Background: an optimization exercise with open tools, aiming at small area and a short achievable clock period. Do not read the settings as production practice.
RTL that was checked went through simulation tests only; none was proved equivalent to the original.
Power and IR drop assume default switching activity.

==> flow/design.v <==
`timescale 1ns / 1ps
module BankRows(
		input [4:0] x,
		output [2:0] row0,
		output [2:0] row1,
		output [2:0] row2,
		output [2:0] row3
	);
	assign row0 = x[4:2] + {2'b00, x[1:0] == 2'd3};
	assign row1 = x[4:2];
	assign row2 = x[4:2] - {2'b00, x[1:0] == 2'd0};
	assign row3 = x[4:2] - {2'b00, ~x[1]};
endmodule
module AddImm(
		input [7:0] a,
		input [1:0] ic,
		output [7:0] y
	);
	reg [7:0] flip;
	integer k;
	always @(*) begin
		for (k = 0; k < 8; k = k + 1) begin
			case (ic)
				2'd0: flip[k] = 1'b0;
				2'd1: flip[k] = &(a | ~((8'd1 << k) - 8'd1));
				2'd2: flip[k] = (k == 0) ? 1'b0 : ~|(a & ((8'd1 << k) - 8'd2));
				default: flip[k] = ~|(a & ((8'd1 << k) - 8'd1));
			endcase
		end
	end
	assign y = a ^ flip;
endmodule
module BankSel(
		input [3:0] xh,
		input [3:0] ich,
		output [3:0] bank
	);
	genvar k;
	generate
		for (k = 0; k < 4; k = k + 1) begin : g_k
			assign bank[k] = (ich[0] & xh[k]) | (ich[1] & xh[(k + 3) % 4]) |
				(ich[2] & xh[(k + 2) % 4]) | (ich[3] & xh[(k + 1) % 4]);
		end
	endgenerate
endmodule
`timescale 1ns / 1ps
`timescale 1ns / 1ps
module Seg2 #(parameter [3:0] TABLE = 4'b0000) (
		input [1:0] x,
		output y
	);
	assign y = TABLE[x];
endmodule
module OpDecoder(
		input [1:0] op,
		output [6:0] seg
	);
	Seg2 #(4'b0101) s0(.x(op), .y(seg[0]));
	Seg2 #(4'b1001) s1(.x(op), .y(seg[1]));
	Seg2 #(4'b1101) s2(.x(op), .y(seg[2]));
	Seg2 #(4'b1110) s3(.x(op), .y(seg[3]));
	Seg2 #(4'b0011) s4(.x(op), .y(seg[4]));
	Seg2 #(4'b0111) s5(.x(op), .y(seg[5]));
	Seg2 #(4'b0101) s6(.x(op), .y(seg[6]));
endmodule
`timescale 1ns / 1ps
module HexDecoder(
		input [3:0] bcd,
		output [6:0] seg
	);
	assign seg = bcd == 4'd0 ? 7'b0111111 :
		bcd == 4'd1 ? 7'b0000110 :
		bcd == 4'd2 ? 7'b1011011 :
		bcd == 4'd3 ? 7'b1001111 :
		bcd == 4'd4 ? 7'b1100110 :
		bcd == 4'd5 ? 7'b1101101 :
		bcd == 4'd6 ? 7'b1111101 :
		bcd == 4'd7 ? 7'b0000111 :
		bcd == 4'd8 ? 7'b1111111 :
		bcd == 4'd9 ? 7'b1101111 :
		bcd == 4'd10 ? 7'b1110111 :
		bcd == 4'd11 ? 7'b1111100 :
		bcd == 4'd12 ? 7'b0111001 :
		bcd == 4'd13 ? 7'b1011110 :
		bcd == 4'd14 ? 7'b1111001 :
		7'b1110001;
endmodule
module HexDecoder2(
		input [1:0] bcd,
		output reg [6:0] seg
	);
	always @(*) begin
		case (bcd)
			2'd0: seg = 7'b0111111;
			2'd1: seg = 7'b0000110;
			2'd2: seg = 7'b1011011;
			default: seg = 7'b1001111;
		endcase
	end
endmodule
`timescale 1ns / 1ps
module Sel4 #(parameter W = 8) (
		input [3:0] sel,
		input [W-1:0] d0,
		input [W-1:0] d1,
		input [W-1:0] d2,
		input [W-1:0] d3,
		output [W-1:0] y
	);
	assign y = ({W{sel[0]}} & d0) | ({W{sel[1]}} & d1) | ({W{sel[2]}} & d2) | ({W{sel[3]}} & d3);
endmodule
module Dec2(
		input [1:0] x,
		output [3:0] y
	);
	assign y = 4'b0001 << x;
endmodule
module Nand2W #(parameter W = 8) (
		input [W-1:0] a,
		input [W-1:0] b,
		output [W-1:0] y
	);
	assign y = ~(a & b);
endmodule
module Nand3W #(parameter W = 8) (
		input [W-1:0] a,
		input [W-1:0] b,
		input [W-1:0] c,
		output [W-1:0] y
	);
	assign y = ~(a & b & c);
endmodule
module NextVal(
		input ld,
		input [7:0] ldata,
		input sel_alt,
		input [7:0] alt,
		input [7:0] hold,
		output [7:0] next
	);
	wire keep = ~(ld | sel_alt);
	wire [7:0] t_ld, t_alt, t_hold;
	Nand2W #(8) n_ld(.a({8{ld}}), .b(ldata), .y(t_ld));
	Nand2W #(8) n_alt(.a({8{sel_alt}}), .b(alt), .y(t_alt));
	Nand2W #(8) n_hold(.a({8{keep}}), .b(hold), .y(t_hold));
	Nand3W #(8) n_out(.a(t_ld), .b(t_alt), .c(t_hold), .y(next));
endmodule
`timescale 1ns / 1ps
module RowDec(
		input [2:0] row,
		output [7:0] y
	);
	assign y = 8'b00000001 << row;
endmodule
module BankRead(
		input [7:0] rsel,
		input [63:0] bytes,
		output [7:0] data
	);
	reg [7:0] y;
	integer r;
	always @(*) begin
		y = 8'd0;
		for (r = 0; r < 8; r = r + 1)
			y = y | ({8{rsel[r]}} & bytes[r * 8 +: 8]);
	end
	assign data = y;
endmodule
`timescale 1ns / 1ps
module Microprocessor(
		input clk,
		input reset,
		input [7:0] instruction,
		output reg [7:0] pc,
		output [6:0] display_low,
		output [6:0] display_high,
		output [6:0] display_op,
		output [6:0] display_rs,
		output [6:0] display_rt,
		output [6:0] display_rd,
		output [4:0] display_pc
	);
	wire [1:0] op = instruction[7:6];
	wire [1:0] rs = instruction[5:4];
	wire [1:0] rt = instruction[3:2];
	wire [1:0] rd = instruction[1:0];
	wire [1:0] ic = instruction[1:0];
	wire [7:0] imm = {{7{instruction[1]}}, instruction[0]};
	wire is_add   = op == 2'b00;
	wire is_load  = op == 2'b01;
	wire is_store = op == 2'b10;
	wire is_jump  = op == 2'b11;
	reg [7:0] R [0:3];
	reg [7:0] M [0:31];
	reg [7:0] disp;
	wire [3:0] rs_oh, rt_oh;
	Dec2 dec_rs(.x(rs), .y(rs_oh));
	Dec2 dec_rt(.x(rt), .y(rt_oh));
	wire [7:0] a, b;
	Sel4 #(8) read_a(.sel(rs_oh), .d0(R[0]), .d1(R[1]), .d2(R[2]), .d3(R[3]), .y(a));
	Sel4 #(8) read_b(.sel(rt_oh), .d0(R[0]), .d1(R[1]), .d2(R[2]), .d3(R[3]), .y(b));
	wire [7:0] sum = a + b;
	wire [7:0] ea;
	AddImm add_imm(.a(a), .ic(ic), .y(ea));
	wire [2:0] rows [0:3][0:3];
	genvar g, h;
	generate
		for (g = 0; g < 4; g = g + 1) begin : g_rows
			BankRows bank_rows(.x(R[g][4:0]), .row0(rows[g][0]), .row1(rows[g][1]),
				.row2(rows[g][2]), .row3(rows[g][3]));
		end
	endgenerate
	wire [3:0] ic_oh;
	Dec2 dec_ic(.x(ic), .y(ic_oh));
	wire [3:0] a_oh;
	Dec2 dec_a(.x(a[1:0]), .y(a_oh));
	wire [3:0] bank;
	BankSel bank_sel(.xh(a_oh), .ich(ic_oh), .bank(bank));
	wire [31:0] we;
	wire [7:0] bword [0:3];
	generate
		for (h = 0; h < 4; h = h + 1) begin : g_bank
			wire [2:0] row;
			Sel4 #(3) row_sel(.sel(rs_oh), .d0(rows[0][h]), .d1(rows[1][h]), .d2(rows[2][h]),
				.d3(rows[3][h]), .y(row));
			wire [7:0] row_oh;
			RowDec row_dec(.row(row), .y(row_oh));
			wire [63:0] bytes;
			for (g = 0; g < 8; g = g + 1) begin : g_byte
				assign bytes[g * 8 +: 8] = M[g * 4 + h];
				assign we[g * 4 + h] = is_store & bank[h] & row_oh[g];
			end
			BankRead bank_read(.rsel(row_oh), .bytes(bytes), .data(bword[h]));
		end
	endgenerate
	wire [7:0] mdata;
	Sel4 #(8) data_sel(.sel(bank), .d0(bword[0]), .d1(bword[1]), .d2(bword[2]), .d3(bword[3]),
		.y(mdata));
	wire [7:0] rnext [0:3];
	wire [7:0] dnext;
	generate
		for (g = 0; g < 4; g = g + 1) begin : g_rnext
			NextVal next_r(.ld(is_load & rt_oh[g]), .ldata(mdata),
				.sel_alt(is_add & (rd == g)), .alt(sum), .hold(R[g]), .next(rnext[g]));
		end
	endgenerate
	NextVal next_d(.ld(is_load), .ldata(mdata), .sel_alt(is_store), .alt(ea), .hold(sum), .next(dnext));
	always @(posedge reset or posedge clk) begin
		if (reset) begin
			R[0] <= 8'd0;
			R[1] <= 8'd0;
			R[2] <= 8'd0;
			R[3] <= 8'd0;
		end else begin
			R[0] <= rnext[0];
			R[1] <= rnext[1];
			R[2] <= rnext[2];
			R[3] <= rnext[3];
		end
	end
	integer i;
	always @(posedge reset or posedge clk) begin
		if (reset) begin
			for (i = 0; i < 16; i = i + 1) begin
				M[i] <= i;
				M[i + 16] <= -i;
			end
		end else begin
			for (i = 0; i < 32; i = i + 1)
				if (we[i])
					M[i] <= b;
		end
	end
	always @(posedge reset or posedge clk) begin
		if (reset) begin
			pc <= 8'd0;
			disp <= 8'd0;
		end else begin
			pc <= pc + (is_jump ? imm + 8'd1 : 8'd1);
			disp <= dnext;
		end
	end
	assign display_pc = pc[4:0];
	HexDecoder d_low(.bcd(disp[3:0]), .seg(display_low));
	HexDecoder d_high(.bcd(disp[7:4]), .seg(display_high));
	HexDecoder2 d_rs(.bcd(rs), .seg(display_rs));
	HexDecoder2 d_rt(.bcd(rt), .seg(display_rt));
	HexDecoder2 d_rd(.bcd(rd), .seg(display_rd));
	OpDecoder d_op(.op(op), .seg(display_op));
endmodule
Settings: LEC_CHECK=0, CAP_MARGIN=20, CORE_MARGIN=2, CORE_UTILIZATION=40, CTS_BUF_LIST=sky130_fd_sc_hd__clkbuf_8, CTS_CLUSTER_DIAMETER=60, CTS_CLUSTER_SIZE=30, SETUP_SLACK_MARGIN=3.0, SLEW_MARGIN=20, SYNTH_HIERARCHICAL=1, SYNTH_MINIMUM_KEEP_SIZE=0, TNS_END_PERCENT=0; clock period 5.5 ns.
standard.sh (not shown) runs the stock make flow with config.mk's settings and CLKGATE_MAP_FILE= SYNTH_SCRIPT=/design/flow/synth_recipe.tcl, a recipe that flattens the netlist after the stock synthesis.
==> flow/flow/run.sh <==
#!/bin/bash
# Standard layout, with the port buffers made of buf_1 cells instead of the
# cell buffer_ports picks by itself.
set -euo pipefail
export BUFFER_PORTS_ARGS="-buffer_cell sky130_fd_sc_hd__buf_1"
bash standard.sh > standard_make.log 2>&1
Edit:
--- a/flow/design.v
+++ b/flow/design.v
@@ -113,39 +113,19 @@
 		input [1:0] x,
 		output [3:0] y
 	);
 	assign y = 4'b0001 << x;
 endmodule
-module Nand2W #(parameter W = 8) (
-		input [W-1:0] a,
-		input [W-1:0] b,
-		output [W-1:0] y
-	);
-	assign y = ~(a & b);
-endmodule
-module Nand3W #(parameter W = 8) (
-		input [W-1:0] a,
-		input [W-1:0] b,
-		input [W-1:0] c,
-		output [W-1:0] y
-	);
-	assign y = ~(a & b & c);
-endmodule
 module NextVal(
 		input ld,
 		input [7:0] ldata,
 		input sel_alt,
 		input [7:0] alt,
 		input [7:0] hold,
 		output [7:0] next
 	);
-	wire keep = ~(ld | sel_alt);
-	wire [7:0] t_ld, t_alt, t_hold;
-	Nand2W #(8) n_ld(.a({8{ld}}), .b(ldata), .y(t_ld));
-	Nand2W #(8) n_alt(.a({8{sel_alt}}), .b(alt), .y(t_alt));
-	Nand2W #(8) n_hold(.a({8{keep}}), .b(hold), .y(t_hold));
-	Nand3W #(8) n_out(.a(t_ld), .b(t_alt), .c(t_hold), .y(next));
+	assign next = ld ? ldata : sel_alt ? alt : hold;
 endmodule
 `timescale 1ns / 1ps
 module RowDec(
 		input [2:0] row,
 		output [7:0] y
After rerunning: Hold slack degrades by 57 ps; die area is higher by 1.1%; via count is lower by 6.8%; total power is lower by 2.9%; non-clock buffer count is lower by 44; setup slack degrades by 64 ps; area after synthesis is higher by 1.2%; combinational power is lower by 9.2%; global-route usage is lower by 1.4 points; routed wire length is lower by 6.5%; maximum frequency is lower by 2.1%; core utilization is lower by 3.3 points.
For the first run of this note, only the layout was checked, not whether the RTL still works.

[what the ideal ports hide]
No port has a modelled driver above. Below, the same layouts with a new extraction and two added sets of constraints.
Step 1 assumes that a clkbuf_16 drives the clock port and a buf_2 every other input.
Step 2 moves the port delays by t, midway between the first and last clock arrival at a register: inputs arrive t later, outputs are due t later. That takes back most of the time a late clock gives input paths.
Three values: ideal, step 1, step 2; two values: the first two.
run | t, ns | setup slack, ns | hold WS [ns] | worst data-port slew with drivers (ns)
the first run | 0.684 | 2.497 / 2.497 / 1.834 | 0.453 / 0.423 / 0.472 | 0.05
the second run | 0.657 | 2.433 / 2.439 / 1.803 | 0.396 / 0.363 / 0.468 | 0.04
After both steps setup and hold are still met in every run listed. For the first run, which loses most, drivers alone change the setup slack by 0.000 ns; drivers and shift together by -0.663 ns.
